Background: an optimization exercise with open tools, aiming at small area. Do not read the settings as production practice.
The RTL was checked by simulation tests, not by an equivalence proof against the original design.
No driver is modelled on the clock port, so clocking that relies on it looks cheaper here than on a real chip.
Power figures rest on the tool's default switching activity, not on a simulated workload.

==> 02-22 <==
## hc_sr04
module hc_sr04(
	input			clk,
	input			rst_n,
	input			echo_in,
	output			trig_out,
	output			cycle_out,
	output			valid,
	output			timeout,
	output			busy,
	output	[6:0]	hex2,
	output	[6:0]	hex1,
	output	[6:0]	hex0
);
==> flow/config.mk <==
export PLATFORM = sky130hd
export DESIGN_NAME = hc_sr04
export DESIGN_NICKNAME = hc_sr04
export VERILOG_FILES = /design/flow/design.v
export SDC_FILE = /design/flow/constraint.sdc
export NUM_CORES = 4
export LEC_CHECK = 0
export ABC_AREA = 1
export CAP_MARGIN = 20
export CORE_MARGIN = 2
export CORE_UTILIZATION = 40
export SLEW_MARGIN = 20
==> flow/constraint.sdc <==
create_clock -name core_clock -period 20.0 [get_ports {clk}]
set_input_delay 4.0000 -clock core_clock [delete_from_list [all_inputs] [get_ports {clk}]]
set_output_delay 4.0000 -clock core_clock [all_outputs]
set_load 0.01 [all_outputs]
standard.sh (not shown) runs the stock make flow with config.mk's settings and CLKGATE_MAP_FILE= SYNTH_SCRIPT=/design/flow/synth_recipe.tcl, a recipe that flattens the netlist after the stock synthesis.
==> flow/flow/run.sh <==
#!/bin/bash
# Own layout flow:
#  1. the standard synthesis, unchanged (standard.sh synth);
#  2. the combinational logic between the registers re-mapped for area with Yosys/ABC
#     (flow/reopt.ys, flow/area.abc); registers keep their instances, names and cells;
#  3. the standard floorplan, placement, CTS, routing and finish, with
#     - port buffers of the smallest buffer cell (every input and output still gets one),
#     - a clock tree of four leaf buffers, one per k-means group of flip-flops,
#       driven straight from the clock port (flow/clocktree.tcl).
# Each tool's output goes to a log of its own in this folder.
set -euo pipefail
W=$(pwd)
R=$W/orfs/results/${FLOW_PLATFORM}/hc_sr04/base
LIB=$FLOW_HOME/platforms/${FLOW_PLATFORM}/lib/sky130_fd_sc_hd__tt_025C_1v80.lib
YOSYS=$FLOW_HOME/../tools/install/yosys/bin/yosys
[[ -x $YOSYS ]] || YOSYS=yosys

bash standard.sh synth > synth.log 2>&1

cp $R/1_2_yosys.v $W/synth_standard.v
sed -e "s#LIBERTY#$LIB#g" -e "s#IN_NETLIST#$W/synth_standard.v#" -e "s#OUT_NETLIST#$W/synth_reopt.v#" \
    -e "s#ABC_SCRIPT#$W/flow/area.abc#" flow/reopt.ys > reopt_run.ys
$YOSYS -s reopt_run.ys > reopt.log 2>&1
cp $W/synth_reopt.v $R/1_2_yosys.v
rm -f $R/1_synth.odb $R/1_synth.sdc
bash standard.sh synth > synth_odb.log 2>&1

export BUFFER_PORTS_ARGS="-buffer_cell sky130_fd_sc_hd__buf_1"
export PRE_CTS_TCL=$W/flow/clocktree.tcl
export CTS_ARGS="-repair_clock_nets -dont_use_dummy_load -clk_nets clk -buf_list {sky130_fd_sc_hd__clkbuf_8}"
bash standard.sh floorplan > floorplan.log 2>&1
bash standard.sh place > place.log 2>&1
bash standard.sh cts > cts.log 2>&1
bash standard.sh route > route.log 2>&1
bash standard.sh finish > finish.log 2>&1
==> flow/flow/clocktree.tcl <==
# Clock tree: the clock port drives NG leaf buffers (clkbuf_8), each placed at the
# centre of a group of flip-flops found by k-means on their locations. Sourced
# before ORFS's CTS step (PRE_CTS_TCL); CTS itself is then limited to net clk, where
# it finds no register sinks left and adds nothing.
set ngroups 4
set bufcell sky130_fd_sc_hd__clkbuf_8
set block [ord::get_db_block]
set dbu [$block getDbUnitsPerMicron]
set clknet [$block findNet clk]
set pts {}
foreach it [$clknet getITerms] {
  if {[$it getIoType] ne "INPUT"} continue
  set inst [$it getInst]
  set box [$inst getBBox]
  set x [expr {([$box xMin] + [$box xMax]) / 2}]
  set y [expr {([$box yMin] + [$box yMax]) / 2}]
  lappend pts [list $x $y [$inst getName]/[[$it getMTerm] getName]]
}
set n [llength $pts]
puts "clocktree: $n sinks, $ngroups groups"
set sorted [lsort -integer -index 0 $pts]
set cent {}
for {set g 0} {$g < $ngroups} {incr g} {
  set p [lindex $sorted [expr {int(($g + 0.5) * $n / $ngroups)}]]
  lappend cent [list [lindex $p 0] [lindex $p 1]]
}
for {set iter 0} {$iter < 30} {incr iter} {
  set groups {}
  for {set g 0} {$g < $ngroups} {incr g} { lappend groups {} }
  foreach p $pts {
    set best 0
    set bd 1e18
    for {set g 0} {$g < $ngroups} {incr g} {
      lassign [lindex $cent $g] cx cy
      set d [expr {abs([lindex $p 0] - $cx) + abs([lindex $p 1] - $cy)}]
      if {$d < $bd} { set bd $d; set best $g }
    }
    lset groups $best [concat [lindex $groups $best] [list $p]]
  }
  set cent {}
  foreach grp $groups {
    set sx 0
    set sy 0
    foreach p $grp { set sx [expr {$sx + [lindex $p 0]}]; set sy [expr {$sy + [lindex $p 1]}] }
    set k [llength $grp]
    if {$k == 0} { set k 1 }
    lappend cent [list [expr {$sx / $k}] [expr {$sy / $k}]]
  }
}
set g 0
foreach grp $groups {
  if {[llength $grp] == 0} { incr g; continue }
  set pins {}
  foreach p $grp { lappend pins [get_pins [lindex $p 2]] }
  lassign [lindex $cent $g] cx cy
  insert_buffer -buffer_cell $bufcell -net clk -load_pins $pins \
    -location [list [expr {double($cx) / $dbu}] [expr {double($cy) / $dbu}]] \
    -buffer_name clkbuf_leaf_$g -net_name clknet_leaf_$g
  puts "clocktree: group $g, [llength $grp] sinks"
  incr g
}
Other scripts of this flow, unchanged in this note and not shown: flow/flow/area.abc, flow/flow/reopt.ys
==> 04-06 (differences from 02-22) <==
--- a/flow/design.v
+++ b/flow/design.v
@@ -12,18 +12,17 @@
 	output	[6:0]	hex1,
 	output	[6:0]	hex0
 );
 	reg [21:0] tpos;       
 	reg        led_out;
 	reg        trig_lt;    
 	reg        trig_q;
 	wire t_end = ~tpos[21] & ~tpos[20] & tpos[19] & tpos[18] & ~tpos[17] & ~tpos[16] & ~tpos[15] & tpos[14] & tpos[13] & ~tpos[12] & ~tpos[11] & tpos[10] & ~tpos[9] & ~tpos[7] & ~tpos[6] & ~tpos[4] & ~tpos[3] & ~tpos[2] & ~tpos[1] & ~tpos[0];
-	wire t_499p = ~tpos[21] & ~tpos[20] & ~tpos[15] & ~tpos[12] & ~tpos[7] & tpos[1];
-	wire t_499 = trig_lt & t_499p;
+	wire t_499 = ~tpos[21] & ~tpos[20] & ~tpos[19] & ~tpos[18] & tpos[17] & tpos[16] & ~tpos[15] & ~tpos[14] & tpos[13] & ~tpos[12] & ~tpos[11] & ~tpos[10] & ~tpos[9] & ~tpos[7] & tpos[6] & tpos[5] & ~tpos[4] & ~tpos[2] & tpos[1];
 	always @(posedge clk or negedge rst_n) begin
 		if (!rst_n) begin
 			tpos    <= 22'h184a40;
 			led_out <= 1'b0;
 			trig_lt <= 1'b1;
 		end else begin
 			tpos    <= {tpos[20:0], tpos[21] ^ tpos[20]} ^ {6'd0, t_end, 15'd0};
 			if (t_end) begin
@@ -34,57 +33,58 @@
 			end
 		end
 	end
 	always @(posedge clk)
 		trig_q <= trig_lt;
 	assign cycle_out = led_out;
 	assign trig_out  = trig_q;
 	reg echo_meta, echo_sync, echo_prev;
-	reg counting, valid_q, valid_d;
-	reg [11:0] ph;
-	wire [11:0] phl = ph ^ 12'haaa;
+	reg counting, valid_q, timeout_q, valid_d;
+	reg [11:0] ph;          
 	reg [2:0]  cm_h;        
 	reg [3:0]  cm_t, cm_o;
 	wire rising  =  echo_sync & ~echo_prev;
 	wire falling = ~echo_sync &  echo_prev;
-	wire ph_end = phl[11] & phl[10] & ~phl[8] & ~phl[7] & phl[6] & ~phl[5] & ~phl[3] & ~phl[2] & ~phl[1] & phl[0];
-	wire ph_449 = phl[10] & ~phl[9] & phl[8] & phl[6] & ~phl[3] & ~phl[2] & phl[1];
+	wire ph_end = ph[11] & ph[10] & ~ph[8] & ~ph[7] & ph[6] & ~ph[5] & ~ph[3] & ~ph[2] & ~ph[1] & ph[0];
+	wire ph_449 = ph[10] & ~ph[9] & ph[8] & ph[6] & ~ph[3] & ~ph[2] & ph[1];
 	wire to_hit = cm_h[2] & cm_h[1] & cm_t[3] & cm_t[0] & ph_449;
 	always @(posedge clk or negedge rst_n) begin
 		if (!rst_n) begin
 			echo_meta <= 1'b0;
 			echo_sync <= 1'b0;
 			echo_prev <= 1'b0;
 			counting  <= 1'b0;
 			valid_q   <= 1'b0;
+			timeout_q <= 1'b0;
 			valid_d   <= 1'b0;
 		end else begin
 			echo_meta <= echo_in;
 			echo_sync <= echo_meta;
 			echo_prev <= echo_sync;
 			valid_q   <= 1'b0;
+			timeout_q <= 1'b0;
 			valid_d   <= valid_q;
 			if (!counting) begin
 				if (rising) counting <= 1'b1;
 			end else if (falling) begin
 				counting <= 1'b0;
 				valid_q  <= 1'b1;
 			end else if (to_hit) begin
-				counting <= 1'b0;
+				counting  <= 1'b0;
+				timeout_q <= 1'b1;
 			end
 		end
 	end
-	assign busy  = counting;
-	assign valid = valid_q;
-	assign timeout = ~counting & echo_prev & ~phl[1];
-	wire [11:0] phl_next = counting ? ({phl[10:0], phl[11] ^ phl[0]} ^ {6'd0, ph_end, 5'd0})
-	                                : 12'h9ca;
+	assign busy    = counting;
+	assign valid   = valid_q;
+	assign timeout = timeout_q;
 	always @(posedge clk)
-		ph <= phl_next ^ 12'haaa;
+		if (!counting) ph <= 12'h9ca;
+		else           ph <= {ph[10:0], ph[11] ^ ph[0]} ^ {6'd0, ph_end, 5'd0};
 	wire cm_clr = valid_d | (~counting & ~valid_q);
 	wire inc_o  = counting & ~falling & ph_end;
 	wire o9     = cm_o[3] & cm_o[0];
 	wire t9     = cm_t[3] & cm_t[0];
 	wire inc_t  = inc_o & o9;
 	wire inc_h  = inc_t & t9;
 	always @(posedge clk) begin
 		if (cm_clr) begin
==> flow/flow/run.sh (replaced) <==
#!/bin/bash
# Own layout flow:
#  1. the standard synthesis, unchanged (standard.sh synth);
#  2. the combinational logic between the registers re-mapped for area with Yosys/ABC
#     (flow/reopt.ys, flow/area.abc); registers keep their instances, names and cells;
#  3. the standard floorplan, placement, CTS, routing and finish, with
#     - port buffers of the smallest buffer cell (every input and output still gets one),
#     - clock tree synthesis without dummy loads and with small clock buffers.
# Each tool's output goes to a log of its own in this folder.
set -euo pipefail
W=$(pwd)
R=$W/orfs/results/${FLOW_PLATFORM}/hc_sr04/base
LIB=$FLOW_HOME/platforms/${FLOW_PLATFORM}/lib/sky130_fd_sc_hd__tt_025C_1v80.lib
YOSYS=$FLOW_HOME/../tools/install/yosys/bin/yosys
[[ -x $YOSYS ]] || YOSYS=yosys

bash standard.sh synth > synth.log 2>&1

cp $R/1_2_yosys.v $W/synth_standard.v
sed -e "s#LIBERTY#$LIB#g" -e "s#IN_NETLIST#$W/synth_standard.v#" -e "s#OUT_NETLIST#$W/synth_reopt.v#" \
    -e "s#ABC_SCRIPT#$W/flow/area.abc#" flow/reopt.ys > reopt_run.ys
$YOSYS -s reopt_run.ys > reopt.log 2>&1
cp $W/synth_reopt.v $R/1_2_yosys.v
rm -f $R/1_synth.odb $R/1_synth.sdc
bash standard.sh synth > synth_odb.log 2>&1

export BUFFER_PORTS_ARGS="-buffer_cell sky130_fd_sc_hd__buf_1"
export CTS_ARGS="-sink_clustering_enable -repair_clock_nets -dont_use_dummy_load -buf_list {sky130_fd_sc_hd__clkbuf_4} -root_buf sky130_fd_sc_hd__clkbuf_4 -sink_clustering_size 30 -sink_clustering_max_diameter 100"
bash standard.sh floorplan > floorplan.log 2>&1
bash standard.sh place > place.log 2>&1
bash standard.sh cts > cts.log 2>&1
bash standard.sh route > route.log 2>&1
bash standard.sh finish > finish.log 2>&1
removed: flow/flow/clocktree.tcl
==> 04-19 (differences from 02-22) <==
==> flow/flow/run.sh (replaced) <==
#!/bin/bash
# Own layout flow:
#  1. the standard synthesis, unchanged (standard.sh synth);
#  2. the combinational logic between the registers re-mapped for area with Yosys/ABC
#     (flow/reopt.ys, flow/area.abc); registers keep their instances, names and cells;
#  3. the standard floorplan, placement, CTS, routing and finish, with
#     - port buffers of the smallest buffer cell (every input and output still gets one),
#     - clock tree synthesis without dummy loads and with small clock buffers.
# Each tool's output goes to a log of its own in this folder.
set -euo pipefail
W=$(pwd)
R=$W/orfs/results/${FLOW_PLATFORM}/hc_sr04/base
LIB=$FLOW_HOME/platforms/${FLOW_PLATFORM}/lib/sky130_fd_sc_hd__tt_025C_1v80.lib
YOSYS=$FLOW_HOME/../tools/install/yosys/bin/yosys
[[ -x $YOSYS ]] || YOSYS=yosys

bash standard.sh synth > synth.log 2>&1

cp $R/1_2_yosys.v $W/synth_standard.v
sed -e "s#LIBERTY#$LIB#g" -e "s#IN_NETLIST#$W/synth_standard.v#" -e "s#OUT_NETLIST#$W/synth_reopt.v#" \
    -e "s#ABC_SCRIPT#$W/flow/area.abc#" flow/reopt.ys > reopt_run.ys
$YOSYS -s reopt_run.ys > reopt.log 2>&1
cp $W/synth_reopt.v $R/1_2_yosys.v
rm -f $R/1_synth.odb $R/1_synth.sdc
bash standard.sh synth > synth_odb.log 2>&1

export BUFFER_PORTS_ARGS="-buffer_cell sky130_fd_sc_hd__buf_1"
export CTS_ARGS="-sink_clustering_enable -repair_clock_nets -dont_use_dummy_load -buf_list {sky130_fd_sc_hd__clkbuf_4} -root_buf sky130_fd_sc_hd__clkbuf_4 -sink_clustering_size 30 -sink_clustering_max_diameter 100"
bash standard.sh floorplan > floorplan.log 2>&1
bash standard.sh place > place.log 2>&1
bash standard.sh cts > cts.log 2>&1
bash standard.sh route > route.log 2>&1
bash standard.sh finish > finish.log 2>&1
removed: flow/flow/clocktree.tcl
==> notes <==
04-06 finished clean. 04-19 produced a clean layout. 02-22 went through all stages and came out clean.
Hold slack: 04-19 < 02-22 < 04-06.
Flip-flop and latch count is the same in 02-22 and 04-19.
In synthesized cell count, 02-22 and 04-19 do not differ.
Power: 02-22 < 04-19 < 04-06.
In 04-19 the wire length is larger than in 02-22, by about 3.4%.
In sequential power, 02-22 and 04-19 hardly differ.
In non-clock buffer count, 04-19 and 04-06 do not differ.

-- re-timing with driven ports --
The flow's constraints put no driver on any port. The routed layouts listed below were extracted and timed again, unchanged, in two steps. Step 1 (the two cells are an assumption about what drives the block):
set clk [get_ports {clk}]
set_driving_cell -lib_cell sky130_fd_sc_hd__clkbuf_16 $clk
set_driving_cell -lib_cell sky130_fd_sc_hd__buf_2 [delete_from_list [all_inputs] $clk]
Step 2 adds t to the input delays and takes it off the output delays; t is the mean of the earliest and latest rising clock arrival at the registers after step 1. Input paths then give back, and output paths get back, about the clock's delay inside the block. Three values: ideal, step 1, step 2; two values: the first two.
| run | t, ns | setup WS [ns] | worst hold slack (ns) | worst data-port slew with drivers (ns) |
|---|---|---|---|---|
| 02-22 | 0.209 | 14.362 / 14.306 / 14.515 | 0.354 / 0.354 / 0.354 | 0.03 |
| 04-06 | 0.392 | 14.074 / 14.052 / 14.443 | 0.354 / 0.354 / 0.354 | 0.03 |
| 04-19 | 0.411 | 14.119 / 14.095 / 14.506 | 0.346 / 0.346 / 0.346 | 0.03 |
After both steps setup and hold are still met in every run listed.
